Source: an optimization exercise on an open RTL-to-GDS flow (aim: small area, a short achievable clock period and few clock cycles per item). Production flows keep margins and buffers that such runs may drop. The RTL was checked by simulation tests, not by an equivalence proof against the original design. Power figures rest on the tool's default switching activity, not on a simulated workload.

--- flow/run.sh ---
#!/bin/bash
# Standard ORFS layout (the standard.sh), with timing repair asked to reach a
# larger setup slack than the clock needs, so the layout runs faster, and the
# smallest buffer cell for the port buffers.  The clock period, SDC and all
# other settings are the standard flow's.
set -euo pipefail
export SETUP_SLACK_MARGIN=14.7
export BUFFER_PORTS_ARGS="-buffer_cell sky130_fd_sc_hd__buf_1"
bash standard.sh > standard_flow.log 2>&1
--- standard.sh ---
#!/bin/bash
# synth_recipe.tcl (not shown) runs the flow's synth.tcl, then flattens the netlist and writes it again
# the make line also repeats each setting of config.mk as NAME=value (left out here)
make -C /OpenROAD-flow-scripts/flow DESIGN_CONFIG=/design/flow/config.mk WORK_HOME=/design/flow/orfs CLKGATE_MAP_FILE= SYNTH_SCRIPT=/design/flow/synth_recipe.tcl "${@:-finish}"
--- config.mk ---
export PLATFORM = sky130hd
export DESIGN_NAME = dijkstra_mod
export DESIGN_NICKNAME = dijkstra_mod
export VERILOG_FILES = /design/flow/design.v
export SDC_FILE = /design/flow/constraint.sdc
export NUM_CORES = 4
export LEC_CHECK = 0
export CAP_MARGIN = 20
export CORE_MARGIN = 2
export CORE_UTILIZATION = 30
export SLEW_MARGIN = 20
export SYNTH_MEMORY_MAX_BITS = 65536
--- constraint.sdc ---
create_clock -name core_clock -period 20.0 [get_ports {clk}]
set_input_delay 4.0000 -clock core_clock [delete_from_list [all_inputs] [get_ports {clk}]]
set_output_delay 4.0000 -clock core_clock [all_outputs]
set_load 0.01 [all_outputs]
--- design.v ---
`timescale 1ns / 1ps
module dijkstra_mod(
    input clk,
    input rst,
    input start,
    input [7:0] src,
    input [7:0] dest,
    output reg path_ready,
    output reg [95:0] path
    );
  function [7:0] attach(input [7:0] c);
    begin
      attach = c;
      if (c[3:0] == 4'd0) attach[3:0] = 4'd1;
      else case (c[7:4])
        4'h0: attach[7:4] = 4'h1;
        4'h2: attach[7:4] = (c[3] | (c[2] & c[1])) ? 4'h1 : 4'h3;
        4'h4: attach[7:4] = 4'h3;
        4'h5: attach[7:4] = 4'h6;
        4'h7: attach[7:4] = 4'h6;
        4'h8: attach[7:4] = 4'h9;
        4'hA: attach[7:4] = (c[3] | (c[2] & c[1])) ? 4'hB : 4'h9;
        4'hC: attach[7:4] = 4'hB;
        default: ;
      endcase
    end
  endfunction
  function is_stub(input [7:0] c);
    is_stub = (c[3:0] == 4'd0) || !(c[7:4] == 4'h1 || c[7:4] == 4'h3 || c[7:4] == 4'h6 || c[7:4] == 4'h9 || c[7:4] == 4'hB);
  endfunction
  function [28:0] step(input [28:0] h, input [63:0] m);
    begin
      step[0] = h[1] & m[2] | h[5] & m[10];    
      step[1] = h[0] & m[0] | h[2] & m[4];    
      step[2] = h[1] & m[3] | h[3] & m[6];    
      step[3] = h[2] & m[5] | h[4] & m[8];    
      step[4] = h[3] & m[7] | h[18] & m[40];    
      step[5] = h[0] & m[1] | h[6] & m[13] | h[10] & m[21];    
      step[6] = h[5] & m[11] | h[7] & m[15];    
      step[7] = h[6] & m[14] | h[8] & m[17];    
      step[8] = h[7] & m[16] | h[9] & m[19];    
      step[9] = h[8] & m[18] | h[14] & m[30];    
      step[10] = h[5] & m[12] | h[11] & m[23] | h[19] & m[43];    
      step[11] = h[10] & m[22] | h[12] & m[26];    
      step[12] = h[11] & m[24] | h[13] & m[28];    
      step[13] = h[12] & m[27] | h[14] & m[31];    
      step[14] = h[9] & m[20] | h[13] & m[29] | h[15] & m[33] | h[23] & m[52];    
      step[15] = h[14] & m[32] | h[16] & m[36];    
      step[16] = h[15] & m[34] | h[17] & m[38];    
      step[17] = h[16] & m[37] | h[18] & m[41];    
      step[18] = h[4] & m[9] | h[17] & m[39] | h[28] & m[62];    
      step[19] = h[11] & m[25] | h[20] & m[46] | h[24] & m[54];    
      step[20] = h[19] & m[44] | h[21] & m[48];    
      step[21] = h[20] & m[47] | h[22] & m[50];    
      step[22] = h[21] & m[49] | h[23] & m[53];    
      step[23] = h[15] & m[35] | h[22] & m[51];    
      step[24] = h[19] & m[45] | h[25] & m[56];    
      step[25] = h[24] & m[55] | h[26] & m[58];    
      step[26] = h[25] & m[57] | h[27] & m[60];    
      step[27] = h[26] & m[59] | h[28] & m[63];    
      step[28] = h[18] & m[42] | h[27] & m[61];    
    end
  endfunction
  function [7:0] code(input [28:0] h);
    begin
      code[0] = h[0] | h[2] | h[4] | h[5] | h[7] | h[9] | h[10] | h[12] | h[14] | h[16] | h[18] | h[19] | h[21] | h[23] | h[24] | h[26] | h[28];
      code[1] = h[1] | h[2] | h[6] | h[7] | h[11] | h[12] | h[15] | h[16] | h[20] | h[21] | h[25] | h[26];
      code[2] = h[1] | h[2] | h[8] | h[9] | h[13] | h[14] | h[15] | h[16] | h[22] | h[23] | h[25] | h[26];
      code[3] = h[3] | h[4] | h[17] | h[18] | h[27] | h[28];
      code[4] = h[0] | h[1] | h[2] | h[3] | h[4] | h[5] | h[6] | h[7] | h[8] | h[9] | h[19] | h[20] | h[21] | h[22] | h[23] | h[24] | h[25] | h[26] | h[27] | h[28];
      code[5] = h[5] | h[6] | h[7] | h[8] | h[9] | h[10] | h[11] | h[12] | h[13] | h[14] | h[15] | h[16] | h[17] | h[18] | h[24] | h[25] | h[26] | h[27] | h[28];
      code[6] = h[10] | h[11] | h[12] | h[13] | h[14] | h[15] | h[16] | h[17] | h[18];
      code[7] = h[19] | h[20] | h[21] | h[22] | h[23] | h[24] | h[25] | h[26] | h[27] | h[28];
    end
  endfunction
  function [28:0] onehot(input [7:0] c);
    begin
      onehot[0] = c == 8'h11;
      onehot[1] = c == 8'h16;
      onehot[2] = c == 8'h17;
      onehot[3] = c == 8'h18;
      onehot[4] = c == 8'h19;
      onehot[5] = c == 8'h31;
      onehot[6] = c == 8'h32;
      onehot[7] = c == 8'h33;
      onehot[8] = c == 8'h34;
      onehot[9] = c == 8'h35;
      onehot[10] = c == 8'h61;
      onehot[11] = c == 8'h62;
      onehot[12] = c == 8'h63;
      onehot[13] = c == 8'h64;
      onehot[14] = c == 8'h65;
      onehot[15] = c == 8'h66;
      onehot[16] = c == 8'h67;
      onehot[17] = c == 8'h68;
      onehot[18] = c == 8'h69;
      onehot[19] = c == 8'h91;
      onehot[20] = c == 8'h92;
      onehot[21] = c == 8'h93;
      onehot[22] = c == 8'h94;
      onehot[23] = c == 8'h95;
      onehot[24] = c == 8'hB1;
      onehot[25] = c == 8'hB6;
      onehot[26] = c == 8'hB7;
      onehot[27] = c == 8'hB8;
      onehot[28] = c == 8'hB9;
    end
  endfunction
  function [63:0] preds(input [7:0] s);
    begin
      preds[0] = (s[1] & s[2] & ~s[6] & ~s[7]) | (s[3] & ~s[6] & ~s[7]) | (s[0] & s[3]);    
      preds[1] = (~s[2] & ~s[3] & s[5]) | (~s[3] & s[7]) | (~s[0] & s[7]) | (~s[1] & s[2]) | (s[1] & s[6]) | (~s[0] & s[6]);    
      preds[2] = (~s[0] & ~s[1] & s[2] & ~s[7]) | (~s[1] & s[2] & ~s[6] & ~s[7]) | (~s[2] & ~s[3]);    
      preds[3] = (s[1] & s[2] & s[6]) | (s[0] & s[1] & s[2]) | (s[0] & s[2] & ~s[4]) | (s[2] & s[7]) | (s[3]);    
      preds[4] = (~s[1] & s[2] & ~s[6] & ~s[7]) | (~s[0] & s[1] & ~s[6] & ~s[7]) | (~s[4] & ~s[5] & s[6] & ~s[7]) | (~s[1] & ~s[2] & ~s[3]) | (s[1] & ~s[2] & ~s[7]) | (~s[0] & s[1] & ~s[2]);    
      preds[5] = (s[2] & s[5] & s[6]) | (s[0] & s[1] & s[7]) | (s[2] & s[4] & s[6]) | (s[2] & s[7]) | (s[3]);    
      preds[6] = (~s[0] & ~s[2] & ~s[3] & ~s[7]) | (~s[3] & ~s[4] & ~s[5] & ~s[7]) | (~s[0] & ~s[3] & ~s[6] & ~s[7]) | (~s[1] & ~s[2] & ~s[3]) | (s[1] & ~s[6] & ~s[7]);    
      preds[7] = (s[0] & s[1] & s[5] & s[6]) | (s[2] & s[5] & s[6]) | (s[0] & s[4] & s[6]) | (s[0] & ~s[1] & s[2]) | (s[2] & s[4] & s[6]) | (s[3] & s[7]) | (s[3] & s[6]) | (s[2] & s[7]) | (s[0] & s[3]) | (s[1] & s[7]);    
      preds[8] = (~s[2] & ~s[4] & ~s[5] & ~s[7]) | (~s[0] & s[3] & ~s[6] & ~s[7]) | (~s[1] & ~s[2] & ~s[3] & ~s[7]) | (s[1] & ~s[6] & ~s[7]);    
      preds[9] = (s[1] & s[5] & s[6]) | (s[3] & s[6]) | (s[4] & s[6]) | (~s[1] & s[2]) | (s[7]);    
      preds[10] = (s[1] & s[2] & ~s[6] & ~s[7]) | (s[3] & ~s[6] & ~s[7]) | (~s[5] & ~s[6] & ~s[7]);    
      preds[11] = (~s[4] & ~s[5] & s[6] & ~s[7]) | (s[1] & s[2] & s[6] & ~s[7]) | (s[1] & ~s[2] & ~s[6] & ~s[7]) | (~s[1] & s[2] & ~s[6] & ~s[7]) | (s[3] & s[6] & ~s[7]) | (s[0] & ~s[1] & s[2]) | (s[0] & s[3] & s[7]);    
      preds[12] = (~s[0] & ~s[1] & ~s[3] & s[5] & s[6]) | (s[1] & ~s[2] & s[4] & s[6]) | (~s[2] & ~s[3] & s[5] & s[6]) | (~s[1] & s[2] & s[4] & s[6]) | (~s[2] & ~s[3] & s[7]) | (s[1] & s[7]) | (~s[0] & s[7]);    
      preds[13] = (~s[0] & ~s[1] & ~s[3] & s[5] & s[6]) | (~s[0] & ~s[1] & ~s[3] & s[4] & ~s[5]) | (~s[2] & ~s[3] & s[5] & s[6]) | (~s[2] & ~s[3] & s[4] & ~s[5]) | (s[1] & s[2] & ~s[6]) | (~s[3] & ~s[4] & s[7]) | (s[3] & ~s[6] & ~s[7]) | (~s[1] & ~s[2] & ~s[3]);    
      preds[14] = (s[0] & s[1] & ~s[2] & ~s[6] & ~s[7]) | (s[0] & ~s[4] & ~s[5] & s[6] & ~s[7]) | (s[1] & s[2] & s[6] & ~s[7]) | (~s[1] & s[2] & ~s[6] & ~s[7]) | (~s[1] & ~s[4] & ~s[5] & s[6]) | (s[0] & ~s[1] & s[2]) | (s[3] & s[6]) | (s[3] & s[7]);    
      preds[15] = (s[0] & ~s[2] & s[4] & s[6]) | (s[1] & s[2] & ~s[6] & ~s[7]) | (~s[1] & ~s[2] & ~s[6] & ~s[7]) | (~s[2] & ~s[3] & s[5] & s[6]) | (~s[0] & ~s[2] & ~s[3]) | (~s[0] & s[1] & s[7]) | (~s[2] & ~s[3] & s[7]);    
      preds[16] = (s[0] & s[2] & s[7]) | (s[2] & s[6] & ~s[7]) | (~s[1] & s[2]) | (s[3] & s[7]) | (s[3] & s[6]);    
      preds[17] = (~s[2] & ~s[4] & ~s[5] & ~s[7]) | (~s[0] & ~s[2] & ~s[6] & ~s[7]) | (s[1] & ~s[6] & ~s[7]) | (~s[0] & ~s[2] & ~s[3]) | (~s[1] & ~s[2] & ~s[3]);    
      preds[18] = (s[0] & s[1] & s[5] & s[6]) | (s[2] & s[5] & s[6]) | (s[0] & s[1] & s[7]) | (s[0] & s[4] & s[6]) | (s[0] & ~s[1] & s[2]) | (s[2] & s[4] & s[6]) | (s[3] & s[6]) | (s[3] & s[7]) | (s[2] & s[7]) | (s[0] & s[3]);    
      preds[19] = (~s[1] & ~s[2] & ~s[3] & ~s[7]) | (~s[3] & ~s[4] & ~s[5] & ~s[7]) | (~s[0] & ~s[3] & ~s[6] & ~s[7]) | (s[1] & ~s[6] & ~s[7]);    
      preds[20] = (s[2] & s[5] & s[6]) | (s[1] & s[5] & s[6]) | (s[4] & s[6]) | (s[7]) | (s[3]);    
      preds[21] = (~s[4] & ~s[5] & ~s[7]) | (~s[6] & ~s[7]);    
      preds[22] = (s[2] & s[5] & s[6]) | (s[1] & s[5] & s[6]) | (s[4] & s[6]) | (s[3] & s[6]) | (s[7]);    
      preds[23] = (~s[1] & ~s[2] & ~s[3] & ~s[7]) | (s[1] & ~s[6] & ~s[7]) | (~s[4] & ~s[5] & ~s[7]) | (~s[0] & ~s[6] & ~s[7]);    
      preds[24] = (s[0] & s[1] & s[5] & s[6]) | (s[0] & s[4] & s[6]) | (s[2] & s[5] & s[6]) | (s[0] & ~s[1] & s[2]) | (s[2] & s[4] & s[6]) | (s[3] & s[6] & ~s[7]) | (s[0] & s[3]);    
      preds[25] = (~s[2] & ~s[3] & s[7]) | (s[1] & s[7]) | (~s[0] & s[7]);    
      preds[26] = (~s[0] & ~s[3] & s[7]) | (~s[1] & ~s[2] & ~s[3]) | (s[1] & ~s[4] & ~s[5]) | (~s[0] & ~s[2] & ~s[3]) | (s[1] & ~s[6]);    
      preds[27] = (s[2] & s[6] & ~s[7]) | (~s[1] & s[2] & ~s[7]) | (s[0] & ~s[1] & s[2]) | (s[3]);    
      preds[28] = (~s[2] & ~s[3] & s[5] & s[6]) | (s[1] & ~s[2] & s[4] & ~s[5]) | (~s[0] & s[1] & ~s[4] & ~s[5]) | (~s[0] & s[1] & ~s[6]) | (~s[1] & ~s[2] & ~s[3]) | (s[1] & ~s[2] & s[7]);    
      preds[29] = (s[1] & s[2] & s[6] & ~s[7]) | (s[0] & s[1] & ~s[6] & ~s[7]) | (s[0] & ~s[4] & ~s[5] & s[6]) | (~s[1] & s[2] & ~s[6]) | (~s[1] & ~s[4] & ~s[5]) | (s[0] & s[2]) | (s[3]);    
      preds[30] = (~s[1] & ~s[3] & ~s[6] & ~s[7]) | (s[1] & ~s[2] & ~s[6] & ~s[7]) | (~s[4] & ~s[5] & s[6] & ~s[7]);    
      preds[31] = (~s[0] & ~s[1] & ~s[3] & s[5] & s[6]) | (~s[2] & ~s[3] & s[5] & s[6]) | (~s[0] & ~s[2] & ~s[3] & s[7]) | (~s[1] & ~s[2] & ~s[3] & s[7]) | (~s[2] & ~s[3] & s[4] & s[6]) | (~s[1] & ~s[3] & s[4] & s[6]);    
      preds[32] = (s[0] & s[1] & s[7]) | (s[1] & s[2]) | (s[2] & s[7]) | (s[3]);    
      preds[33] = (~s[2] & ~s[3] & ~s[7]) | (~s[1] & s[2] & ~s[7]) | (~s[1] & ~s[2] & ~s[3]);    
      preds[34] = (s[0] & s[1] & s[2]) | (s[1] & s[2] & ~s[6]) | (s[6] & s[7]) | (s[3]);    
      preds[35] = (~s[1] & s[2] & s[7]) | (s[1] & ~s[2] & s[7]);    
      preds[36] = (~s[0] & ~s[3] & s[6] & ~s[7]) | (~s[1] & ~s[3]) | (~s[2] & ~s[3]);    
      preds[37] = (s[1] & s[2] & ~s[6]) | (s[6] & s[7]) | (s[3]);    
      preds[38] = (~s[3] & s[6] & ~s[7]) | (~s[1] & ~s[3]) | (~s[2] & ~s[3]);    
      preds[39] = (s[1] & s[2] & ~s[6]) | (s[3] & ~s[6]) | (s[6] & s[7]) | (s[0] & s[3]);    
      preds[40] = (s[1] & s[2] & ~s[6] & ~s[7]) | (~s[5] & ~s[6] & ~s[7]) | (s[3] & ~s[6] & ~s[7]);    
      preds[41] = (~s[3] & s[6] & ~s[7]) | (~s[2] & ~s[3] & s[5]) | (~s[5] & ~s[6] & s[7]) | (~s[0] & s[6] & ~s[7]) | (~s[1] & s[2]);    
      preds[42] = (s[1] & s[2] & s[7]) | (s[3] & s[7]);    
      preds[43] = (~s[7]);    
      preds[44] = (s[1] & ~s[2] & s[7]) | (~s[1] & s[2] & s[7]);    
      preds[45] = (s[1] & s[2] & s[7]) | (s[4] & s[5] & s[7]) | (s[3] & s[7]);    
      preds[46] = (~s[0] & ~s[1] & s[2] & ~s[7]) | (s[1] & s[2] & ~s[6]) | (~s[2] & ~s[3] & ~s[7]) | (~s[1] & ~s[2] & s[7]) | (~s[4] & ~s[5] & s[6]) | (~s[0] & s[3] & ~s[6]);    
      preds[47] = (s[0] & s[1] & ~s[2] & s[7]) | (s[1] & s[2] & s[6] & ~s[7]) | (s[0] & ~s[1] & s[2]) | (~s[1] & s[2] & s[7]) | (s[3] & s[6] & ~s[7]) | (s[0] & s[3] & ~s[5]);    
      preds[48] = (~s[2] & ~s[3] & ~s[7]) | (s[1] & s[2] & ~s[6]) | (~s[1] & ~s[2] & s[7]) | (~s[0] & ~s[2] & s[7]) | (s[6] & s[7]);    
      preds[49] = (s[2] & s[6] & ~s[7]) | (~s[1] & s[2]) | (s[3] & ~s[7]);    
      preds[50] = (~s[0] & ~s[2] & s[7]) | (~s[1] & ~s[2] & ~s[3]) | (~s[0] & s[1] & ~s[2]) | (~s[0] & s[1] & ~s[6]) | (s[1] & s[7]);    
      preds[51] = (~s[1] & s[2] & ~s[7]) | (s[0] & s[1] & ~s[7]) | (s[2] & s[6] & ~s[7]) | (s[0] & ~s[1] & s[2]) | (s[0] & s[3]) | (s[3] & ~s[7]);    
      preds[52] = (~s[7]) | (s[3]);    
      preds[53] = (~s[2] & ~s[3] & s[7]) | (~s[0] & s[2] & s[7]) | (s[1] & s[7]);    
      preds[54] = (~s[3] & ~s[5] & ~s[6]) | (s[1] & ~s[2]) | (~s[3] & ~s[7]) | (~s[0] & ~s[7]) | (~s[1] & s[2]);    
      preds[55] = (s[1] & s[2] & s[7]) | (s[3] & s[7]) | (s[0] & s[3]);    
      preds[56] = (~s[5] & ~s[6] & s[7]) | (~s[0] & ~s[1] & ~s[3]) | (~s[2] & ~s[3]);    
      preds[57] = (s[1] & s[2] & ~s[7]) | (s[0] & s[2] & s[5]) | (s[0] & s[2] & ~s[4]) | (s[3]);    
      preds[58] = (~s[5] & ~s[6] & s[7]) | (~s[0] & ~s[3] & s[7]) | (~s[2] & ~s[3]);    
      preds[59] = (s[2] & ~s[7]) | (s[3]);    
      preds[60] = (~s[0] & ~s[2] & ~s[3]) | (~s[0] & s[2] & s[7]) | (~s[1] & ~s[2] & ~s[3]) | (s[1] & s[7]);    
      preds[61] = (s[0] & ~s[1] & s[2]) | (s[0] & s[1] & ~s[7]) | (s[3] & ~s[7]) | (s[2] & ~s[7]) | (s[0] & s[3]);    
      preds[62] = (s[1] & ~s[7]) | (~s[1] & s[2]) | (s[3] & ~s[7]) | (~s[5] & ~s[7]);    
      preds[63] = (~s[1] & ~s[2] & ~s[3] & s[5]) | (~s[2] & ~s[3] & s[7]) | (~s[0] & s[3] & s[7]) | (s[1] & s[7]);    
    end
  endfunction
  reg [7:0] s_q;       
  reg [7:0] cur;       
  reg busy;
  reg [1:0] win;     
  wire [63:0] m = preds(s_q);
  wire sstub = is_stub(s_q);
  wire [28:0] h [0:4];
  wire [7:0] c [1:4];
  wire [4:0] nz;
  wire first = busy && cur != s_q && is_stub(cur);
  assign h[0] = busy ? onehot(cur) : 29'd0;
  assign h[1] = step(h[0], m) | (first ? onehot(attach(cur)) : 29'd0);
  assign h[2] = step(h[1], m);
  assign h[3] = step(h[2], m);
  assign h[4] = step(h[3], m);
  assign nz[0] = |h[0];
  assign nz[1] = |h[1];
  assign nz[2] = |h[2];
  assign nz[3] = |h[3];
  assign nz[4] = |h[4];
  assign c[1] = code(h[1]) | ((sstub && nz[0] && !nz[1]) ? s_q : 8'd0);
  assign c[2] = code(h[2]) | ((sstub && nz[1] && !nz[2]) ? s_q : 8'd0);
  assign c[3] = code(h[3]) | ((sstub && nz[2] && !nz[3]) ? s_q : 8'd0);
  assign c[4] = code(h[4]) | ((sstub && nz[3] && !nz[4]) ? s_q : 8'd0);
  wire fin = !nz[4] || c[4] == s_q || win == 2'd2;
  always @(posedge clk) begin
    if (rst) begin
      busy <= 1'b0;
      path_ready <= 1'b0;
    end else if (!busy) begin
      if (start) begin
        busy <= 1'b1;
        path_ready <= 1'b0;
        s_q <= src;
        cur <= dest;
        win <= 2'd0;
        path[7:0] <= dest;
        path[1*8 +: 8] <= c[1];
        path[2*8 +: 8] <= c[2];
        path[3*8 +: 8] <= c[3];
        path[4*8 +: 8] <= c[4];
        path[5*8 +: 8] <= c[1];
        path[6*8 +: 8] <= c[2];
        path[7*8 +: 8] <= c[3];
        path[8*8 +: 8] <= c[4];
        path[9*8 +: 8] <= c[1];
        path[10*8 +: 8] <= c[2];
        path[11*8 +: 8] <= c[3];
      end
    end else begin
      cur <= c[4];
      win <= win + 2'd1;
      if (fin) begin
        busy <= 1'b0;
        path_ready <= 1'b1;
      end
      if (win == 2'd0) path[1*8 +: 8] <= c[1];
      if (win == 2'd0) path[2*8 +: 8] <= c[2];
      if (win == 2'd0) path[3*8 +: 8] <= c[3];
      if (win == 2'd0) path[4*8 +: 8] <= c[4];
      if (win == 2'd1) path[5*8 +: 8] <= c[1];
      if (win == 2'd1) path[6*8 +: 8] <= c[2];
      if (win == 2'd1) path[7*8 +: 8] <= c[3];
      if (win == 2'd1) path[8*8 +: 8] <= c[4];
      if (win == 2'd2) path[9*8 +: 8] <= c[1];
      if (win == 2'd2) path[10*8 +: 8] <= c[2];
      if (win == 2'd2) path[11*8 +: 8] <= c[3];
    end
  end
endmodule
==> summary.txt, run 1 <==
Run status - no timing/DRC/antenna violations
PortBufs - 115
Final hold viol count - 0
DPL Wire Length - 34400 um
Req. time, crit path - 20180 ps
CP endpoint kind - register
Clock Sinks - 116
Commonest non-fill, non-tap cells in the layout - buf_1, edfxtp_1, nand2_1
Routed WL - 47300 um
Number of fill cells - 3102
Post-cts hold buffer count - 0
Hold Path End - win[0]$_SDFFCE_PN0P_
Ant. Diodes - 0
Synth Flop Type - edfxtp_1
Syn Area/Cell - 8.83 um2
TritonCTS clock tree - yes
RSZ-0062 raised after global routing - no
Crit Path Category - reg -> reg
RePlAce Congestion - 1.10
Via count - 10800
Post-place setup slack - 13780 ps
Fraction of layout cells with a size suffix above 1 - 16.3%
Largest net degree at the start of global routing - 63
Worst-Margin Slew - 1130 ps
Netlist cell types - 97
CP Max Fanout - 43
Setup_tns - 0 ps
Violation count after the first detailed-route iteration - 1569
Yosys reg bits - 116
RR Startpoint - s_q[0]$_DFFE_PP_
Hold WS - 596 ps
Top Ports - 116
Commonest non-fill, non-tap cell in the layout - buf_1
Max VDD drop - 50.3 uV
Critical path arrival - 5510 ps
Skew-Pair Late Insertion Delay - 430 ps
CTS Root Cell - clkbuf_16
First-pass GRT wire length - 67400 um
Number of flops mapped to enable cells by yosys - 114
Area Overhead vs Synth - 23.7%
GRT overflow - 0
CTS buffer count - 17
Startpoint types - register
Placed instance area - 0.0101 mm2
Hold Crit Start - win[0]$_SDFFCE_PN0P_
Worst R2R Setup Slack - 14670 ps
Initial core utilization - 30.5%
Max Root-Sink Buffers - 2
Reg-to-reg endpoint - cur[0]$_DFFE_PP_
Buf+Inv Stages, Crit Path - 5
Pwr Density - 75.0 mW/mm2
Nets - 1216
GRT Util Overall - 27.8%
Reg2reg path depth - 17
Fmax - 187 MHz
Core Region - 0.0307 mm2
Worst path cell trace - buf_6, nor2b_1, a21oi_1, a2111oi_4, buf_4, a2bb2oi_1, o32ai_1, buf_4, a222oi_1, buf_4, o22ai_1, a221oi_2, buf_4, nand4_1, or4_1, a21o_1, a21o_1
Sequential cell area fraction in the yosys report - 37.1%
Drt wl/cell - 29.5 um
Die Height - 181 um
Vias per cell - 6.72
YS warnings - 1
CTS clk-pin slew, worst paths - 60 ps
Syn Nets - 1080
Max-Cap Viols - 0
Total die area - 0.0326 mm2
Most common cell on crit path - buf_4
Final WS setup - 14670 ps
Die X - 181 um
ANT nets after route - 0
Pre-antenna DRT Iters - 9
Asr flop ratio synth - 0%
Slowest CP cell - or4_1
Fin. max-slew vios - 0
H-tree Lvls - 4
Max stage delay on crit path - 760 ps
# setup viols final - 0
Final Cycle Share - 26.7%
CP delay by family, top - compound AO/OA/AOI/OAI gates
Final instance area - 0.0116 mm2
DRC - 0
HP Class - reg -> reg
Cells after Synth - 1058
Period minus WS final - 5330 ps
Num rows - 64
Worst Hold Path Cells - 1
Initial antenna violation count - 0
Leakage power - 4.27 nW
Worst clock skew - 29.3 ps
Vias in the first global route - 9925
Slew HR - 24.0%
Mapped Area - 0.00935 mm2
layer usage:
layer  track usage (%)  wire length, um  up-vias
li1                  -                -     4482
met1              35.4            18200     5118
met2              41.1            19500      958
met3              8.37             5840      222
met4              16.9             3760        0
met5                 0                0        -
cell families after synthesis:
family          count (synthesis)  synth area share [%]
compound gates                378                  29.8
flops                         116                  37.1
simple gates                  441                  25.8
xor+xnor                       17                  1.59
fa+ha+maj                       3                 0.402
mux                             4                 0.455
buf+inv                        99                  4.93
how the worst max path moves through the flow:
stage / endpoint / startpoint / depth (start not counted)
2_1_floorplan: path[10]$_DFFE_PP_ / rst / 3
3_3_place_gp: cur[0]$_DFFE_PP_ / cur[2]$_DFFE_PP_ / 12
3_5_place_dp: cur[7]$_DFFE_PP_ / cur[2]$_DFFE_PP_ / 13
4_1_cts: path[48]$_DFFE_PP_ / rst / 4
5_1_grt: cur[7]$_DFFE_PP_ / cur[4]$_DFFE_PP_ / 16
6_report: cur[0]$_DFFE_PP_ / s_q[0]$_DFFE_PP_ / 17
layout make-up:
type | instances | area [um2] | share of cell area, %
multi-input combinational | 844 | 5810 | 50.2
sequential | 116 | 3460 | 30.0
timing repair buffer | 188 | 1060 | 9.17
tap | 396 | 495 | 4.29
clock buffer | 23 | 468 | 4.05
clock inverter | 9 | 154 | 1.33
inverter | 27 | 115 | 0.996
cells in the mapped netlist, drive strengths merged (11+ instances only):
master	count	share of area, %
edfxtp	114	37
nand2	102	4.1
nor2	71	2.9
o21ai	62	3.4
a21oi	52	2.8
nor3	51	2.8
buf	46	2.8
nand3	41	2.2
o22ai	33	2.2
clkbuf	26	1.0
inv	26	1.0
a22oi	25	2.1
nor4	22	2.0
a211oi	20	1.8
nor2b	20	1.3
and2	19	1.3
nand4	18	1.2
a211o	16	1.5
a21o	16	1.3
nand2b	16	1.1
o21a	15	1.2
o31ai	12	0.96
o32ai	12	1.1
a221oi	11	1.3
flip-flops by register name (all words and copies together), names as in the netlist:
signal	count
busy	1
cur	8
path	96
path_ready	1
s_q	8
win	2
per-stage QoR:
| stage | power, mW | utilization (%) | std cells |
|---|---|---|---|
| 4_1_cts | 0.847 | 36.1 | 1571 |
| 2_1_floorplan | 0.443 | - | 1058 |
| 6_report | 0.867 | 37.7 | 1603 |
| 3_3_place_gp | 0.511 | 32.9 | 1518 |
| 5_1_grt | 0.896 | 37.7 | 1603 |
| 3_5_place_dp | 0.512 | 32.9 | 1518 |
report_power, final:
group | switching [mW] | internal (mW) | leakage, nW | total, mW
Clock | 0.108 | 0.215 | 0.299 | 0.323
Sequential | 0.0117 | 0.306 | 1.11 | 0.317
Combinational | 0.155 | 0.0710 | 2.86 | 0.226
repair_timing:
item                                    in CTS  in global routing
endpoints found under the hold margin        0                  0
endpoints found under the setup margin     162                162
cloned                                       0                  1
gates resized for setup                     40                 47
pin swaps                                    4                  9
buffers inserted                            21                 31
Testbench counts, summed over its fixed seeds: cycles 188, queries 64.
==> run 2: changes to the inputs <==
--- a/flow/run.sh
+++ b/flow/run.sh
@@ -5,5 +5,5 @@
 # other settings are the standard flow's.
 set -euo pipefail
-export SETUP_SLACK_MARGIN=14.7
+export SETUP_SLACK_MARGIN=15.5
 export BUFFER_PORTS_ARGS="-buffer_cell sky130_fd_sc_hd__buf_1"
 bash standard.sh > standard_flow.log 2>&1
==> summary.txt, run 2 <==
Fmax - 200 MHz (was 187 MHz)
Yosys reg bits - 116 (unchanged)
# setup viols final - 0 (unchanged)
Final WS setup - 14990 ps (was 14670 ps)
Worst path cell trace - clkbuf_2 (was buf_6, nor2b_1, a21oi_1, a2111oi_4, buf_4, a2bb2oi_1, o32ai_1, buf_4, a222oi_1, buf_4, o22ai_1, a221oi_2, buf_4, nand4_1, or4_1, a21o_1, a21o_1)
Final hold viol count - 0 (unchanged)
DRC - 0 (unchanged)
RSZ-0062 raised after global routing - yes (was no)
# placed instances - 1521 (was 1518)
Initial antenna violation count - 2 (was 0)
Synth Flop Type - edfxtp_1 (unchanged)
Fin. max-slew vios - 0 (unchanged)
Die X - 181 um (unchanged)
Biggest regs - path: 96 flops, cur: 8 flops, s_q: 8 flops (unchanged)
Num rows - 64 (unchanged)
HP Class - reg -> reg (unchanged)
Initial core utilization - 30.5% (unchanged)
Cells after Synth - 1058 (unchanged)
Critical Path Start - path[36]$_DFFE_PP_ (was s_q[0]$_DFFE_PP_)
Setup_tns - 0 ps (unchanged)
Number of flops mapped to enable cells by yosys - 114 (unchanged)
CTS clk-pin slew, worst paths - 60 ps (about the same)
H-tree Lvls - 4 (unchanged)
CTS buffer count - 17 (unchanged)
Mapped Area - 0.00935 mm2 (unchanged)
Syn Nets - 1080 (unchanged)
Yosys top cell by area - edfxtp_1 (unchanged)
Buf+Inv Stages, Crit Path - 1 (was 5)
CP Max Fanout - 1 (was 43)
Skew-Pair Late Insertion Delay - 430 ps (about the same)
Commonest cells in the netlist - edfxtp_1, nand2_1, nor2_1 (unchanged)
Crit Path Category - reg -> out (was reg -> reg)
Violation count after the first detailed-route iteration - 1883 (was 1569)
Max reg flops - 96 (unchanged)
CP endpoint kind - output pin (was register)
Drt wl/cell - 35.0 um (was 29.5 um)
Max stage delay on crit path - 420 ps (was 760 ps)
Nets - 1402 (was 1216)
Syn Area/Cell - 8.83 um2 (unchanged)
GRT Util Overall - 35.1% (was 27.8%)
Top Ports - 116 (unchanged)
Slowest CP cell - edfxtp_1 (was or4_1)
Final instance area - 0.0153 mm2 (was 0.0116 mm2)
First-pass GRT wire length - 82700 um (was 67400 um)
CP delay by family, top - flip-flops (was compound AO/OA/AOI/OAI gates)
YS warnings - 1 (unchanged)
Via count - 12600 (was 10800)
Reg with most FFs - path (unchanged)
Number of fill cells - 2860 (was 3102)
Critical path arrival - 1010 ps (was 5510 ps)
Commonest non-fill, non-tap cells in the layout - buf_4, edfxtp_1, nand2_1 (was buf_1, edfxtp_1, nand2_1)
Synth area leaders - edfxtp_1, nand2_1, nor2_1, o21ai_0, a21oi_1 (unchanged)
Hold WS - 589 ps (was 596 ps)
Max-Cap Viols - 0 (unchanged)
TritonCTS clock tree - yes (unchanged)
Max VDD drop - 50.8 uV (was 50.3 uV)
Worst R2R Setup Slack - 15230 ps (was 14670 ps)
RR Startpoint - s_q[4]$_DFFE_PP_ (was s_q[0]$_DFFE_PP_)
DPL Wire Length - 39300 um (was 34400 um)
Pre-antenna DRT Iters - 9 (unchanged)
Leakage power - 6.10 nW (was 4.27 nW)
Vias in the first global route - 11100 (was 9925)
Top-count cell post-synth - edfxtp_1 (unchanged)
Max Root-Sink Buffers - 2 (unchanged)
Post-synth top area share - 36.6% (unchanged)
Pwr Density - 63.9 mW/mm2 (was 75.0 mW/mm2)
Sequential cell area fraction in the yosys report - 37.1% (unchanged)
Run status - no timing/DRC/antenna violations (unchanged)
Slew HR - 35.3% (was 24.0%)
Req. time, crit path - 16000 ps (was 20180 ps)
Worst clock skew - 19.1 ps (was 29.3 ps)
Vias per cell - 7.03 (was 6.72)
ANT nets after route - 0 (unchanged)
Fin cells - 1788 (was 1603)
CTS Root Cell - clkbuf_16 (unchanged)
Placed instance area - 0.0102 mm2 (was 0.0101 mm2)
Total die area - 0.0326 mm2 (unchanged)
GRT overflow - 0 (unchanged)
Worst-Margin Slew - 960 ps (was 1130 ps)
Asr flop ratio synth - 0% (unchanged)
Area Overhead vs Synth - 64.0% (was 23.7%)
Post-place setup slack - 13580 ps (was 13780 ps)
Startpoint types - register (unchanged)
Ant. Diodes - 0 (unchanged)
Netlist cell types - 97 (unchanged)
Clock Sinks - 116 (unchanged)
Commonest non-fill, non-tap cell in the layout - buf_4 (was buf_1)
Final Cycle Share - 25.1% (was 26.7%)
Die Height - 181 um (unchanged)
Core Region - 0.0307 mm2 (unchanged)
Total power - 0.979 mW (was 0.867 mW)
PortBufs - 115 (unchanged)
Post-cts hold buffer count - 0 (unchanged)
Largest net degree at the start of global routing - 63 (unchanged)
RePlAce Congestion - 1.09 (was 1.10)
Hold Crit Start - win[0]$_SDFFCE_PN0P_ (unchanged)
Period minus WS final - 5010 ps (was 5330 ps)
Fraction of layout cells with a size suffix above 1 - 47.7% (was 16.3%)
Routed WL - 62600 um (was 47300 um)
Final core utilization - 50.0% (was 37.7%)
-- run 2: cell counts after synthesis --
No cell type changed its count.
-- run 2: final cells by class --
cell class	count	area, um2	area share, %
Clock buffer	19	433	2.82
Clock inverter	12	186	1.22
Inverter	27	135	0.882
Multi-Input combinational cell	851	7440	48.6
Sequential cell	116	3470	22.6
Tap cell	396	495	3.23
Timing Repair Buffer	367	3170	20.7
-- run 2: path summary, 6_finish.rpt --
check | cells after the start | endpoint
worst min-delay path | 1 | win[0]$_SDFFCE_PN0P_
worst min register to register | 1 | win[0]$_SDFFCE_PN0P_
worst max register to register | 16 | path[32]$_DFFE_PP_
worst max-delay path | 1 | path[36]
-- run 2: logic make-up after synthesis --
| group | Yosys count | synth area share [%] |
|---|---|---|
| flip-flops | 116 | 37.1 |
| AO/OA/AOI/OAI | 378 | 29.8 |
| buffers and inverters | 99 | 4.93 |
| adder cells (fa/ha/maj) | 3 | 0.402 |
| XOR/XNOR | 17 | 1.59 |
| multiplexers | 4 | 0.455 |
| AND/OR/NAND/NOR | 441 | 25.8 |
-- run 2: power breakdown --
part / internal (mW) / switching (mW)
sequential: 0.306 / 0.0106
clock: 0.218 / 0.111
combinational: 0.126 / 0.208
total: 0.650 / 0.329
-- run 2: what timing repair did --
item,CTS,global route
resized for setup,287,257
endpoints found under the setup margin,309,272
setup buffers,107,102
cloned,16,10
pin swaps,59,88
-- run 2: per-layer routing --
layer | global-route usage [%] | routed length, um | vias up
met5 | 0 | 42 | -
met4 | 21.9 | 6050 | 4
met3 | 11.3 | 8410 | 431
met2 | 50.6 | 25000 | 1229
met1 | 45.3 | 23000 | 6032
li1 | - | - | 4878
==> run 3: changes to the inputs <==
--- a/flow/run.sh
+++ b/flow/run.sh
@@ -5,5 +5,5 @@
 # other settings are the standard flow's.
 set -euo pipefail
-export SETUP_SLACK_MARGIN=15.5
+export SETUP_SLACK_MARGIN=15
 export BUFFER_PORTS_ARGS="-buffer_cell sky130_fd_sc_hd__buf_1"
 bash standard.sh > standard_flow.log 2>&1
==> summary.txt, run 3 <==
Worst Hold Path Cells - 1 (unchanged)
Cells after Synth - 1058 (unchanged)
Via count - 11200 (was 12600)
Reg2reg path depth - 15 (was 16)
Slowest CP cell - edfxtp_1 (unchanged)
Final core utilization - 39.6% (was 50.0%)
Critical Path Start - path[38]$_DFFE_PP_ (was path[36]$_DFFE_PP_)
Req. time, crit path - 16000 ps (about the same)
Fin. max-slew vios - 0 (unchanged)
Period minus WS final - 5000 ps (was 5010 ps)
Sequential cell area fraction in the yosys report - 37.1% (unchanged)
Clock Sinks - 116 (unchanged)
CTS Root Cell - clkbuf_16 (unchanged)
Syn Area/Cell - 8.83 um2 (unchanged)
# setup viols final - 0 (unchanged)
Critical path arrival - 1000 ps (was 1010 ps)
Max reg flops - 96 (unchanged)
Total power - 0.867 mW (was 0.979 mW)
RR Startpoint - cur[3]$_DFFE_PP_ (was s_q[4]$_DFFE_PP_)
Post-synth top area share - 36.6% (unchanged)
CTS buffer count - 17 (unchanged)
Leakage power - 4.45 nW (was 6.10 nW)
Nets - 1240 (was 1402)
Mapped Area - 0.00935 mm2 (unchanged)
Initial core utilization - 30.5% (unchanged)
HP Class - reg -> reg (unchanged)
Num rows - 64 (unchanged)
Fmax - 200 MHz (about the same)
Run status - no timing/DRC/antenna violations (unchanged)
Routed WL - 53300 um (was 62600 um)
Yosys reg bits - 116 (unchanged)
Fraction of layout cells with a size suffix above 1 - 22.5% (was 47.7%)
Vias in the first global route - 10500 (was 11100)
Crit Path Category - reg -> out (unchanged)
First-pass GRT wire length - 75300 um (was 82700 um)
Max stage delay on crit path - 430 ps (was 420 ps)
Asr flop ratio synth - 0% (unchanged)
DPL Wire Length - 38200 um (was 39300 um)
GRT Util Overall - 31.4% (was 35.1%)
Die X - 181 um (unchanged)
Buf+Inv Stages, Crit Path - 1 (unchanged)
Final WS setup - 15000 ps (was 14990 ps)
Fin cells - 1627 (was 1788)
Die Height - 181 um (unchanged)
Vias per cell - 6.88 (was 7.03)
CTS clk-pin slew, worst paths - 60 ps (about the same)
Yosys top cell by area - edfxtp_1 (unchanged)
Slew HR - 30.4% (was 35.3%)
Drt wl/cell - 32.8 um (was 35.0 um)
Commonest non-fill, non-tap cell in the layout - edfxtp_1 (was buf_4)
Max Root-Sink Buffers - 2 (unchanged)
Commonest non-fill, non-tap cells in the layout - edfxtp_1, buf_1, nand2_1 (was buf_4, edfxtp_1, nand2_1)
Commonest cells in the netlist - edfxtp_1, nand2_1, nor2_1 (unchanged)
RSZ-0062 raised after global routing - yes (unchanged)
Pwr Density - 71.4 mW/mm2 (was 63.9 mW/mm2)
Worst path cell trace - buf_1 (was clkbuf_2)
CP delay by family, top - flip-flops (unchanged)
Worst-Margin Slew - 1040 ps (was 960 ps)
Synth Flop Type - edfxtp_1 (unchanged)
Biggest regs - path: 96 flops, cur: 8 flops, s_q: 8 flops (unchanged)
H-tree Lvls - 4 (unchanged)
Final Cycle Share - 25.0% (was 25.1%)
Max-Cap Viols - 0 (unchanged)
Area Overhead vs Synth - 30.0% (was 64.0%)
Ant. Diodes - 0 (unchanged)
Setup_tns - 0 ps (unchanged)
Syn Nets - 1080 (unchanged)
Startpoint types - register (unchanged)
Netlist cell types - 97 (unchanged)
Worst R2R Setup Slack - 15020 ps (was 15230 ps)
Total die area - 0.0326 mm2 (unchanged)
# placed instances - 1519 (was 1521)
PortBufs - 115 (unchanged)
Reg with most FFs - path (unchanged)
Hold Path End - win[0]$_SDFFCE_PN0P_ (unchanged)
YS warnings - 1 (unchanged)
Post-place setup slack - 13430 ps (was 13580 ps)
ANT nets after route - 0 (unchanged)
Top-count cell post-synth - edfxtp_1 (unchanged)
Skew-Pair Late Insertion Delay - 420 ps (was 430 ps)
Initial antenna violation count - 1 (was 2)
Post-cts hold buffer count - 0 (unchanged)
CP endpoint kind - output pin (unchanged)
Number of fill cells - 3147 (was 2860)
Max VDD drop - 50.4 uV (was 50.8 uV)
Core Region - 0.0307 mm2 (unchanged)
Hold Crit Start - win[0]$_SDFFCE_PN0P_ (unchanged)
Largest net degree at the start of global routing - 61 (was 63)
Final hold viol count - 0 (unchanged)
Worst clock skew - 16.9 ps (was 19.1 ps)
Violation count after the first detailed-route iteration - 1620 (was 1883)
Top Ports - 116 (unchanged)
TritonCTS clock tree - yes (unchanged)
Reg-to-reg endpoint - path[24]$_DFFE_PP_ (was path[32]$_DFFE_PP_)
RePlAce Congestion - 1.05 (was 1.09)
CP Max Fanout - 1 (unchanged)
Synth area leaders - edfxtp_1, nand2_1, nor2_1, o21ai_0, a21oi_1 (unchanged)
Number of flops mapped to enable cells by yosys - 114 (unchanged)
GRT overflow - 0 (unchanged)
DRC - 0 (unchanged)
Pre-antenna DRT Iters - 8 (was 9)
## run 3: layer usage
metal  GRT usage (%)  up-vias  routed length, um
li1                -     4544                  -
met1            39.4     5381              20200
met2            47.7      996              22400
met3            8.47      270               6270
met4            20.2        0               4400
met5               0        -                  0
## run 3: report_power, final
part / total [mW] / switching (mW) / internal, mW
combinational: 0.250 / 0.171 / 0.0785
clock: 0.301 / 0.117 / 0.184
sequential: 0.317 / 0.0113 / 0.305
total: 0.867 / 0.299 / 0.568
## run 3: what timing repair did
item,CTS,global route
pin swaps,16,17
gates resized for setup,89,71
buffers inserted,45,28
cloned,0,3
setup endpoints to repair,163,166
## run 3: cell families after synthesis
family	after synthesis	share of synthesized area, %
and+or+nand+nor	441	25.8
xor gates and xnor gates	17	1.59
buffers and inverters	99	4.93
muxes	4	0.455
DFF	116	37.1
adders and majority gates	3	0.402
AOI/OAI and AO/OA	378	29.8
## run 3: how the worst max path moves through the flow
stage / endpoint / slack [ps] / cells after the start
after CTS: path[63]$_DFFE_PP_ / 14890 / 4
final: path[38] / 15000 / 1
after global routing: path[24]$_DFFE_PP_ / 14940 / 15
after global placement: cur[7]$_DFFE_PP_ / 13280 / 15
after floorplan: path[10]$_DFFE_PP_ / 14940 / 3
after detailed placement: cur[7]$_DFFE_PP_ / 13430 / 15
## run 3: layout make-up
type	count	area [um2]	area share [%]
clock buffers	17	425	3.50
clock inverters	15	156	1.29
inverters	27	116	0.957
multi-input cells	846	6200	51.0
flip-flops and latches	116	3460	28.5
well taps	396	495	4.08
repair buffers	210	1290	10.6
## run 3: stage by stage
stage               cell area, um2  hold slack [ps]
floorplan                     9370              553
global placement             10100              580
detailed placement           10100              591
CTS                          11600              607
global route                 12200              646
finish                       12200              602
==> run 4: changes to the inputs <==
--- a/config.mk
+++ b/config.mk
@@ -9,4 +9,6 @@
 export CORE_MARGIN = 2
 export CORE_UTILIZATION = 30
+export CTS_CLUSTER_DIAMETER = 80
+export CTS_CLUSTER_SIZE = 40
 export SLEW_MARGIN = 20
 export SYNTH_MEMORY_MAX_BITS = 65536
==> summary.txt, run 4 <==
Netlist cell types - 97 (unchanged)
PortBufs - 115 (unchanged)
Reg-to-reg endpoint - path[24]$_DFFE_PP_ (unchanged)
HP Class - reg -> reg (unchanged)
# setup viols final - 0 (unchanged)
Mapped Area - 0.00935 mm2 (unchanged)
CTS clk-pin slew, worst paths - 60 ps (about the same)
TritonCTS clock tree - yes (unchanged)
Hold WS - 602 ps (unchanged)
Slowest CP cell - edfxtp_1 (unchanged)
Total die area - 0.0326 mm2 (unchanged)
H-tree Lvls - 4 (unchanged)
Commonest cells in the netlist - edfxtp_1, nand2_1, nor2_1 (unchanged)
DPL Wire Length - 38200 um (unchanged)
Final hold viol count - 0 (unchanged)
Vias per cell - 6.88 (unchanged)
Total power - 0.867 mW (unchanged)
GRT Util Overall - 31.4% (unchanged)
First-pass GRT wire length - 75300 um (unchanged)
CP delay by family, top - flip-flops (unchanged)
Final WS setup - 15000 ps (unchanged)
Run status - no timing/DRC/antenna violations (unchanged)
Die X - 181 um (unchanged)
Reg2reg path depth - 15 (unchanged)
Largest net degree at the start of global routing - 61 (unchanged)
GRT overflow - 0 (unchanged)
Synth Flop Type - edfxtp_1 (unchanged)
Worst R2R Setup Slack - 15020 ps (about the same)
Startpoint types - register (unchanged)
Buf+Inv Stages, Crit Path - 1 (unchanged)
Critical path arrival - 1000 ps (about the same)
CP endpoint kind - output pin (unchanged)
Num rows - 64 (unchanged)
Vias in the first global route - 10500 (unchanged)
Pre-antenna DRT Iters - 8 (unchanged)
Max VDD drop - 50.4 uV (unchanged)
CP Max Fanout - 1 (unchanged)
Violation count after the first detailed-route iteration - 1620 (unchanged)
Cells after Synth - 1058 (unchanged)
Biggest regs - path: 96 flops, cur: 8 flops, s_q: 8 flops (unchanged)
Clock Sinks - 116 (unchanged)
Fmax - 200 MHz (unchanged)
Pwr Density - 71.4 mW/mm2 (unchanged)
Worst clock skew - 16.9 ps (unchanged)
Post-cts hold buffer count - 0 (unchanged)
Number of flops mapped to enable cells by yosys - 114 (unchanged)
Placed instance area - 0.0101 mm2 (unchanged)
RePlAce Congestion - 1.05 (unchanged)
DRC - 0 (unchanged)
Fin. max-slew vios - 0 (unchanged)
Sequential cell area fraction in the yosys report - 37.1% (unchanged)
ANT nets after route - 0 (unchanged)
Leakage power - 4.45 nW (unchanged)
Top Ports - 116 (unchanged)
Core Region - 0.0307 mm2 (unchanged)
Hold Path End - win[0]$_SDFFCE_PN0P_ (unchanged)
CTS buffer count - 17 (unchanged)
Syn Nets - 1080 (unchanged)
Reg with most FFs - path (unchanged)
YS warnings - 1 (unchanged)
Nets - 1240 (unchanged)
Worst-Margin Slew - 1040 ps (unchanged)
Fin cells - 1627 (unchanged)
Worst path cell trace - buf_1 (unchanged)
Hold Crit Start - win[0]$_SDFFCE_PN0P_ (unchanged)
Routed WL - 53300 um (unchanged)
Max-Cap Viols - 0 (unchanged)
Post-place setup slack - 13430 ps (unchanged)
Synth area leaders - edfxtp_1, nand2_1, nor2_1, o21ai_0, a21oi_1 (unchanged)
Final Cycle Share - 25.0% (unchanged)
# placed instances - 1519 (unchanged)
Post-synth top area share - 36.6% (unchanged)
Commonest non-fill, non-tap cell in the layout - edfxtp_1 (unchanged)
Die Height - 181 um (unchanged)
Final core utilization - 39.6% (unchanged)
Setup_tns - 0 ps (unchanged)
Final instance area - 0.0122 mm2 (unchanged)
Skew-Pair Late Insertion Delay - 420 ps (about the same)
Drt wl/cell - 32.8 um (unchanged)
Yosys reg bits - 116 (unchanged)
RR Startpoint - cur[3]$_DFFE_PP_ (unchanged)
Worst Hold Path Cells - 1 (unchanged)
Initial core utilization - 30.5% (unchanged)
Asr flop ratio synth - 0% (unchanged)
Commonest non-fill, non-tap cells in the layout - edfxtp_1, buf_1, nand2_1 (unchanged)
Fraction of layout cells with a size suffix above 1 - 22.5% (unchanged)
Req. time, crit path - 16000 ps (about the same)
Crit Path Category - reg -> out (unchanged)
Via count - 11200 (unchanged)
Slew HR - 30.4% (unchanged)
RSZ-0062 raised after global routing - yes (unchanged)
Ant. Diodes - 0 (unchanged)
Max Root-Sink Buffers - 2 (unchanged)
Top-count cell post-synth - edfxtp_1 (unchanged)
Max reg flops - 96 (unchanged)
Syn Area/Cell - 8.83 um2 (unchanged)
Area Overhead vs Synth - 30.0% (unchanged)
Max stage delay on crit path - 430 ps (about the same)
Initial antenna violation count - 1 (unchanged)
Period minus WS final - 5000 ps (unchanged)
Number of fill cells - 3147 (unchanged)
Yosys top cell by area - edfxtp_1 (unchanged)
CTS Root Cell - clkbuf_16 (unchanged)
==> run 4: worst max path at each step <==
stage / cells past startpoint / from / to / slack (ps)
floorplan: 3 / rst / path[10]$_DFFE_PP_ / 14940
detailed placement: 15 / s_q[7]$_DFFE_PP_ / cur[7]$_DFFE_PP_ / 13430
global route: 15 / cur[0]$_DFFE_PP_ / path[24]$_DFFE_PP_ / 14940
CTS: 4 / rst / path[63]$_DFFE_PP_ / 14890
global placement: 15 / s_q[7]$_DFFE_PP_ / cur[7]$_DFFE_PP_ / 13280
finish: 1 / path[38]$_DFFE_PP_ / path[38] / 15000
==> run 4: metal layers <==
layer / global-route usage, % / wire [um] / vias up
met5: 0 / 0 / -
met4: 20.2 / 4400 / 0
met3: 8.47 / 6270 / 270
met2: 47.7 / 22400 / 996
met1: 39.4 / 20200 / 5381
li1: - / - / 4544
==> run 4: layout make-up <==
class	count	area [um2]	share of cell area (%)
Clock buffer	17	425	3.50
Timing Repair Buffer	210	1290	10.6
Multi-Input combinational cell	846	6200	51.0
Inverter	27	116	0.957
Clock inverter	15	156	1.29
Sequential cell	116	3460	28.5
Tap cell	396	495	4.08
==> run 4: what timing repair did <==
item                       CTS  global route
cloned                       0             3
setup endpoints to repair  163           166
setup buffers               45            28
pin swaps                   16            17
gates resized for setup     89            71
==> run 4: worst reg2reg max path, delay by kind of cell (launching register included) <==
| family | cells | cell delay (ps) |
|---|---|---|
| AOI/OAI and AO/OA | 5 | 1580 |
| DFF | 1 | 430 |
| buffers and inverters | 3 | 500 |
| and+or+nand+nor | 7 | 2170 |
==> run 4: where the power goes <==
group          internal, mW  total [mW]  switching (mW)  leakage (nW)
Clock                 0.184       0.301           0.117         0.274
Sequential            0.305       0.317          0.0113          1.11
Combinational        0.0785       0.250           0.171          3.07
Total                 0.568       0.867           0.299          4.45
==> run 4: cells by family after synthesis <==
| logic type | synth area share (%) |
|---|---|
| AO/OA/AOI/OAI | 29.8 |
| AND/OR/NAND/NOR | 25.8 |
| flip-flops | 37.1 |
| adder cells (fa/ha/maj) | 0.402 |
| buffers and inverters | 4.93 |
| multiplexers | 0.455 |
| XOR/XNOR | 1.59 |
==> run 5: changes to the inputs <==
--- a/design.v
+++ b/design.v
@@ -201,4 +201,8 @@
   wire fin = !nz[4] || c[4] == s_q || win == 2'd2;
   always @(posedge clk) begin
+    cur <= busy ? c[4] : dest;
+    win <= busy ? win + 2'd1 : 2'd0;
+  end
+  always @(posedge clk) begin
     if (rst) begin
       busy <= 1'b0;
@@ -209,6 +213,4 @@
         path_ready <= 1'b0;
         s_q <= src;
-        cur <= dest;
-        win <= 2'd0;
         path[7:0] <= dest;
         path[1*8 +: 8] <= c[1];
@@ -225,6 +227,4 @@
       end
     end else begin
-      cur <= c[4];
-      win <= win + 2'd1;
       if (fin) begin
         busy <= 1'b0;
--- a/config.mk
+++ b/config.mk
@@ -6,9 +6,8 @@
 export NUM_CORES = 4
 export LEC_CHECK = 0
+export ABC_CLOCK_PERIOD_IN_PS = 4000
 export CAP_MARGIN = 20
 export CORE_MARGIN = 2
 export CORE_UTILIZATION = 30
-export CTS_CLUSTER_DIAMETER = 80
-export CTS_CLUSTER_SIZE = 40
 export SLEW_MARGIN = 20
 export SYNTH_MEMORY_MAX_BITS = 65536
==> summary.txt, run 5 <==
Run status - no timing/DRC/antenna violations (unchanged)
Reg with most FFs - path (unchanged)
Commonest non-fill, non-tap cell in the layout - nand2_1 (was edfxtp_1)
Largest family of logic cells by synthesized area - compound AO/OA/AOI/OAI gates (unchanged)
Clock Sinks - 116 (unchanged)
Max-Cap Viols - 0 (unchanged)
Max stage delay on crit path - 760 ps (was 430 ps)
Pre-antenna DRT Iters - 8 (unchanged)
Compound-Gate Fraction of Synth Area - 30.5% (was 29.8%)
HP Class - reg -> reg (unchanged)
RePlAce Congestion - 1.12 (was 1.05)
Fraction of layout cells with a size suffix above 1 - 19.1% (was 22.5%)
Post-cts hold buffer count - 0 (unchanged)
Final Cycle Share - 25.1% (was 25.0%)
Period minus WS final - 5020 ps (was 5000 ps)
CTS buffer count - 17 (unchanged)
Top Ports - 116 (unchanged)
Startpoint types - primary input (was register)
Nets - 1244 (was 1240)
Pwr Density - 120 mW/mm2 (was 71.4 mW/mm2)
Largest net degree at the start of global routing - 63 (was 61)
Max Root-Sink Buffers - 2 (unchanged)
Reg2reg path depth - 17 (was 15)
Num rows - 63 (was 64)
Commonest non-fill, non-tap cells in the layout - nand2_1, buf_1, edfxtp_1 (was edfxtp_1, buf_1, nand2_1)
Synth Area in XOR/XNOR - 1.63% (was 1.59%)
Worst Hold Path Cells - 1 (unchanged)
Die X - 179 um (was 181 um)
Routed WL - 49300 um (was 53300 um)
First-pass GRT wire length - 69500 um (was 75300 um)
Slowest CP cell - buf_1 (was edfxtp_1)
Post-place setup slack - 13880 ps (was 13430 ps)
Crit Path Category - in -> reg (was reg -> out)
Top-count cell post-synth - nand2_1 (was edfxtp_1)
Critical path arrival - 5340 ps (was 1000 ps)
Post-synth top area share - 34.2% (was 36.6%)
Vias in the first global route - 9849 (was 10500)
Multiplexer share of the synthesized area - 0.328% (was 0.455%)
Commonest cells in the netlist - nand2_1, edfxtp_1, nor2_1 (was edfxtp_1, nand2_1, nor2_1)
Fmax - 199 MHz (was 200 MHz)
Synth Area in Simple Gates - 25.9% (was 25.8%)
Initial antenna violation count - 0 (was 1)
CP Max Fanout - 9 (was 1)
Req. time, crit path - 20320 ps (was 16000 ps)
# setup viols final - 0 (unchanged)
DPL Wire Length - 35800 um (was 38200 um)
Netlist cell types - 88 (was 97)
Yosys top cell by area - edfxtp_1 (unchanged)
ANT nets after route - 0 (unchanged)
PortBufs - 115 (unchanged)
Cells after Synth - 1080 (was 1058)
Syn Nets - 1102 (was 1080)
Synth Flop Type - edfxtp_1 (unchanged)
Via count - 11000 (was 11200)
Initial core utilization - 30.7% (was 30.5%)
Skew-Pair Late Insertion Delay - 430 ps (was 420 ps)
H-tree Lvls - 4 (unchanged)
Area Overhead vs Synth - 28.5% (was 30.0%)
Setup_tns - 0 ps (unchanged)
Total die area - 0.0319 mm2 (was 0.0326 mm2)
Die Height - 179 um (was 181 um)
Synth area leaders - edfxtp_1, nand2_1, nor2_1, a21oi_1, o21ai_0 (was edfxtp_1, nand2_1, nor2_1, o21ai_0, a21oi_1)
DRC - 0 (unchanged)
CTS clk-pin slew, worst paths - 70 ps (was 60 ps)
Asr flop ratio synth - 0% (unchanged)
Mapped Area - 0.00914 mm2 (was 0.00935 mm2)
Core Region - 0.0298 mm2 (was 0.0307 mm2)
Max VDD drop - 70.1 uV (was 50.4 uV)
Final hold viol count - 0 (unchanged)
Max reg flops - 96 (unchanged)
GRT overflow - 0 (unchanged)
Number of flops mapped to enable cells by yosys - 104 (was 114)
Fin. max-slew vios - 0 (unchanged)
Leakage power - 4.43 nW (was 4.45 nW)
Biggest regs - path: 96 flops, cur: 8 flops, s_q: 8 flops (unchanged)
Slew HR - 27.5% (was 30.4%)
Final WS setup - 14980 ps (was 15000 ps)
Worst path cell trace - buf_1, inv_1, nand3_1, o31ai_1, a41o_1 (was buf_1)
TritonCTS clock tree - yes (unchanged)
Vias per cell - 6.74 (was 6.88)
Drt wl/cell - 30.3 um (was 32.8 um)
Ant. Diodes - 0 (unchanged)
YS warnings - 1 (unchanged)
CP endpoint kind - register (was output pin)
Syn Area/Cell - 8.46 um2 (was 8.83 um2)
Sequential cell area fraction in the yosys report - 36.8% (was 37.1%)
GRT Util Overall - 30.4% (was 31.4%)
RSZ-0062 raised after global routing - yes (unchanged)
CTS Root Cell - clkbuf_16 (unchanged)
Adder-cell area share of the yosys netlist - 0.411% (was 0.402%)
Worst-Margin Slew - 1080 ps (was 1040 ps)
Yosys reg bits - 116 (unchanged)
Worst R2R Setup Slack - 15100 ps (was 15020 ps)
Violation count after the first detailed-route iteration - 1767 (was 1620)
Worst clock skew - 17.3 ps (was 16.9 ps)
==> run 5: cell count changes after synthesis, moves of 7 or more <==
| cell | delta |
|---|---|
| dfxtp_1 | +10 |
| nand3_1 | +7 |
| edfxtp_1 | -10 |
| nor2_1 | +19 |
| a21oi_1 | +15 |
| nand2_1 | +25 |
| clkbuf_1 | +8 |
| nor3_1 | -15 |
==> run 5: worst max-delay path, delay by kind of cell <==
kind | cells | cell delay (ps)
buffers and inverters | 2 | 900
AO/OA/AOI/OAI | 2 | 300
AND/OR/NAND/NOR | 1 | 130
==> run 5: kinds of logic after synthesis <==
| logic type | count (synthesis) |
|---|---|
| flip-flops | 116 |
| AND/OR/NAND/NOR | 454 |
| XOR/XNOR | 17 |
| AO/OA/AOI/OAI | 390 |
| buffers and inverters | 97 |
| multiplexers | 3 |
| adder cells (fa/ha/maj) | 3 |
==> run 5: stage by stage <==
stage | cells | power, mW | utilization [%] | cell area, um2 | hold slack [ps]
floorplan | 1080 | 0.782 | - | 9190 | 402
global placement | 1542 | 1.01 | 33.6 | 10000 | 420
detailed placement | 1544 | 1.01 | 33.8 | 10100 | 430
CTS | 1602 | 1.35 | 37.6 | 11200 | 445
global route | 1625 | 1.47 | 39.4 | 11700 | 491
finish | 1625 | 1.41 | 39.4 | 11700 | 445
==> run 5: final timing paths <==
| kind | start | endpoint |
|---|---|---|
| worst max-delay path | rst | path_ready$_SDFFE_PP0P_ |
| worst min-delay path | win[0]$_SDFF_PN0_ | win[0]$_SDFF_PN0_ |
| worst max register to register | cur[2]$_DFF_P_ | cur[5]$_DFF_P_ |
| worst min register to register | win[0]$_SDFF_PN0_ | win[0]$_SDFF_PN0_ |
==> run 5: what timing repair did <==
action	in CTS	in global routing
buffers inserted	24	22
endpoints found under the setup margin	188	147
gates cloned	2	1
pin swaps	13	21
gates resized for setup	76	71
==> run 5: area by class of cell <==
type | count | area (um2)
clock buffers | 17 | 425
clock inverters | 15 | 146
fillers | 3085 | 18000
inverters | 28 | 105
multi-input cells | 869 | 6060
flip-flops and latches | 116 | 3370
well taps | 390 | 488
repair buffers | 190 | 1160
==> run 5: power by group <==
group	total (mW)	internal, mW	switching (mW)
Sequential	0.439	0.378	0.0614
Clock	0.305	0.174	0.131
Combinational	0.665	0.210	0.455
==> run 5: metal layers <==
metal | up-vias | share of wire, % | global-route usage (%)
met3 | 190 | 12 | 8.33
met4 | 0 | 5.8 | 13.6
met2 | 895 | 42 | 45.3
met5 | - | 0 | 0
li1 | 4533 | - | -
met1 | 5335 | 40 | 40.9
Testbench counts of run 5, summed over its fixed seeds: cycles 188, queries 64.
==> run 6: changes to the inputs <==
--- a/config.mk
+++ b/config.mk
@@ -6,8 +6,7 @@
 export NUM_CORES = 4
 export LEC_CHECK = 0
-export ABC_CLOCK_PERIOD_IN_PS = 4000
 export CAP_MARGIN = 20
 export CORE_MARGIN = 2
-export CORE_UTILIZATION = 30
+export CORE_UTILIZATION = 40
 export SLEW_MARGIN = 20
 export SYNTH_MEMORY_MAX_BITS = 65536
==> summary.txt, run 6 <==
Run status - no timing/DRC/antenna violations (unchanged)
Fraction of layout cells with a size suffix above 1 - 21.1% (was 19.1%)
Yosys top cell by area - edfxtp_1 (unchanged)
Max Root-Sink Buffers - 2 (unchanged)
RSZ-0062 raised after global routing - yes (unchanged)
Sw Pwr - 0.638 mW (was 0.647 mW)
Max-Cap Viols - 0 (unchanged)
Final Cycle Share - 25.4% (was 25.1%)
Yosys reg bits - 116 (unchanged)
Gate power share - 46.7% (was 47.2%)
Die X - 155 um (was 179 um)
Core Region - 0.0225 mm2 (was 0.0298 mm2)
Cells after Synth - 1080 (unchanged)
Worst path cell trace - buf_1, nor2_2 (was buf_1, inv_1, nand3_1, o31ai_1, a41o_1)
Synth Flop Type - edfxtp_1 (unchanged)
Reg with most FFs - path (unchanged)
Num rows - 55 (was 63)
CP endpoint kind - register (unchanged)
YS warnings - 1 (unchanged)
DPL Wire Length - 34500 um (was 35800 um)
Leakage power - 4.53 nW (was 4.43 nW)
RePlAce Congestion - 1.10 (was 1.12)
Max reg flops - 96 (unchanged)
Commonest non-fill, non-tap cell in the layout - nand2_1 (unchanged)
Buf+Inv Stages, Crit Path - 1 (was 2)
PortBufs - 115 (unchanged)
TritonCTS clock tree - yes (unchanged)
Req. time, crit path - 20040 ps (was 20320 ps)
Final instance area - 0.0119 mm2 (was 0.0117 mm2)
CTS clk-pin slew, worst paths - 60 ps (was 70 ps)
Slew HR - 28.7% (was 27.5%)
Asr flop ratio synth - 0% (unchanged)
Syn Area/Cell - 8.46 um2 (unchanged)
HP Class - reg -> reg (unchanged)
Area Overhead vs Synth - 30.0% (was 28.5%)
Sw Ratio - 45.0% (was 45.9%)
Biggest regs - path: 96 flops, cur: 8 flops, s_q: 8 flops (unchanged)
Clk network pwr share - 21.6% (about the same)
Critical path arrival - 5130 ps (was 5340 ps)
Syn Nets - 1102 (unchanged)
# setup viols final - 0 (unchanged)
Crit Path Category - in -> reg (unchanged)
Commonest non-fill, non-tap cells in the layout - nand2_1, buf_1, edfxtp_1 (unchanged)
Post-cts hold buffer count - 0 (unchanged)
CP Max Fanout - 16 (was 9)
Final hold viol count - 0 (unchanged)
CTS Root Cell - clkbuf_16 (unchanged)
Fmax - 196 MHz (was 199 MHz)
Drt wl/cell - 31.3 um (was 30.3 um)
Internal - 0.779 mW (was 0.762 mW)
Worst clock skew - 17.4 ps (was 17.3 ps)
Top-count cell post-synth - nand2_1 (unchanged)
Top Ports - 116 (unchanged)
Pre-antenna DRT Iters - 7 (was 8)
Initial core utilization - 40.6% (was 30.7%)
Sequential Power Share - 31.7% (was 31.2%)
Number of flops mapped to enable cells by yosys - 104 (unchanged)
Commonest cells in the netlist - nand2_1, edfxtp_1, nor2_1 (unchanged)
Clock Sinks - 116 (unchanged)
Largest net degree at the start of global routing - 78 (was 63)
Sequential cell area fraction in the yosys report - 36.8% (unchanged)
Via count - 11000 (about the same)
Mapped Area - 0.00914 mm2 (unchanged)
Vias per cell - 7.14 (was 6.74)
Startpoint types - primary input (unchanged)
Period minus WS final - 5090 ps (was 5020 ps)
Placed instance area - 0.00992 mm2 (was 0.0101 mm2)
Post-synth top area share - 34.2% (unchanged)
GRT Util Overall - 38.2% (was 30.4%)
DRC - 0 (unchanged)
Die Height - 155 um (was 179 um)
Skew-Pair Late Insertion Delay - 430 ps (about the same)
CP delay by family, top - simple AND/OR/NAND/NOR gates (was buffers and inverters)
Max stage delay on crit path - 810 ps (was 760 ps)
ANT nets after route - 0 (unchanged)
Synth area leaders - edfxtp_1, nand2_1, nor2_1, a21oi_1, o21ai_0 (unchanged)
Routed WL - 48100 um (was 49300 um)
Slowest CP cell - nor2_2 (was buf_1)
Max VDD drop - 96.2 uV (was 70.1 uV)
First-pass GRT wire length - 67400 um (was 69500 um)
Nets - 1260 (was 1244)
Hold WS - 436 ps (was 445 ps)
Vias in the first global route - 10000 (was 9849)
Fin. max-slew vios - 0 (unchanged)
GRT overflow - 0 (unchanged)
Netlist cell types - 88 (unchanged)
Worst-Margin Slew - 1050 ps (was 1080 ps)
Pwr Density - 119 mW/mm2 (was 120 mW/mm2)
Violation count after the first detailed-route iteration - 1883 (was 1767)
Total die area - 0.0241 mm2 (was 0.0319 mm2)
Initial antenna violation count - 0 (unchanged)
H-tree Lvls - 4 (unchanged)
Setup_tns - 0 ps (unchanged)
Ant. Diodes - 0 (unchanged)
CTS buffer count - 17 (unchanged)
## run 6: worst paths after layout
path / from / end / slack [ps] / depth (start not counted)
worst max-delay path: rst / path[5]$_DFFE_PP_ / 14910 / 2
worst min-delay path: win[0]$_SDFF_PN0_ / win[0]$_SDFF_PN0_ / 440 / 1
worst max register to register: s_q[7]$_DFFE_PP_ / path[34]$_DFFE_PP_ / 15000 / 17
worst min register to register: win[0]$_SDFF_PN0_ / win[0]$_SDFF_PN0_ / 440 / 1
## run 6: cell families after synthesis
family | after synthesis | synth area share (%)
flops | 116 | 36.8
xor+xnor | 17 | 1.63
compound gates | 390 | 30.5
mux | 3 | 0.329
simple gates | 454 | 25.9
buf+inv | 97 | 4.43
fa+ha+maj | 3 | 0.411
## run 6: layout make-up
type,count,area (um2)
well taps,285,357
multi-input cells,868,6190
repair buffers,207,1270
flip-flops and latches,116,3370
inverters,28,105
fillers,2117,10600
clock inverters,15,155
clock buffers,17,425
## run 6: timing repair
item | in CTS | in global routing
endpoints found under the setup margin | 186 | 93
setup buffers | 16 | 46
gates resized for setup | 58 | 112
gates cloned | 1 | 3
pin swaps | 9 | 32
## run 6: per-stage QoR
stage / setup WS [ps] / power [mW] / instances / utilization (%)
floorplan: 14930 / 0.782 / 1080 / -
global placement: 13350 / 0.997 / 1437 / 43.9
detailed placement: 13470 / 1.00 / 1438 / 44.1
CTS: 14840 / 1.34 / 1487 / 48.5
global route: 14810 / 1.47 / 1536 / 52.8
finish: 14910 / 1.42 / 1536 / 52.8
## run 6: power groups by stage
stage | logic [mW] | registers (mW) | clock network [mW]
floorplan | 0.351 | 0.431 | 0
global placement | 0.551 | 0.446 | 0
detailed placement | 0.554 | 0.446 | 0
CTS | 0.585 | 0.444 | 0.311
global route | 0.693 | 0.455 | 0.319
finish | 0.662 | 0.449 | 0.307
## run 6: routing by layer
metal | wire length (um) | share of wire, % | GRT usage [%] | up-vias
met2 | 20300 | 42 | 56.9 | 949
met5 | 0 | 0 | 0 | -
met4 | 3180 | 6.6 | 18.8 | 0
li1 | - | - | - | 4555
met3 | 6430 | 13 | 11.9 | 227
met1 | 18200 | 38 | 50.3 | 5243

Re-timed with assumed drivers on the ports (clkbuf_16 on the clock, buf_2 on other inputs), run 6 has 14.933 ns of setup slack against 14.911 ns with ideal ports, and 14.468 ns once port delays also move by the mid clock arrival of 0.465 ns.
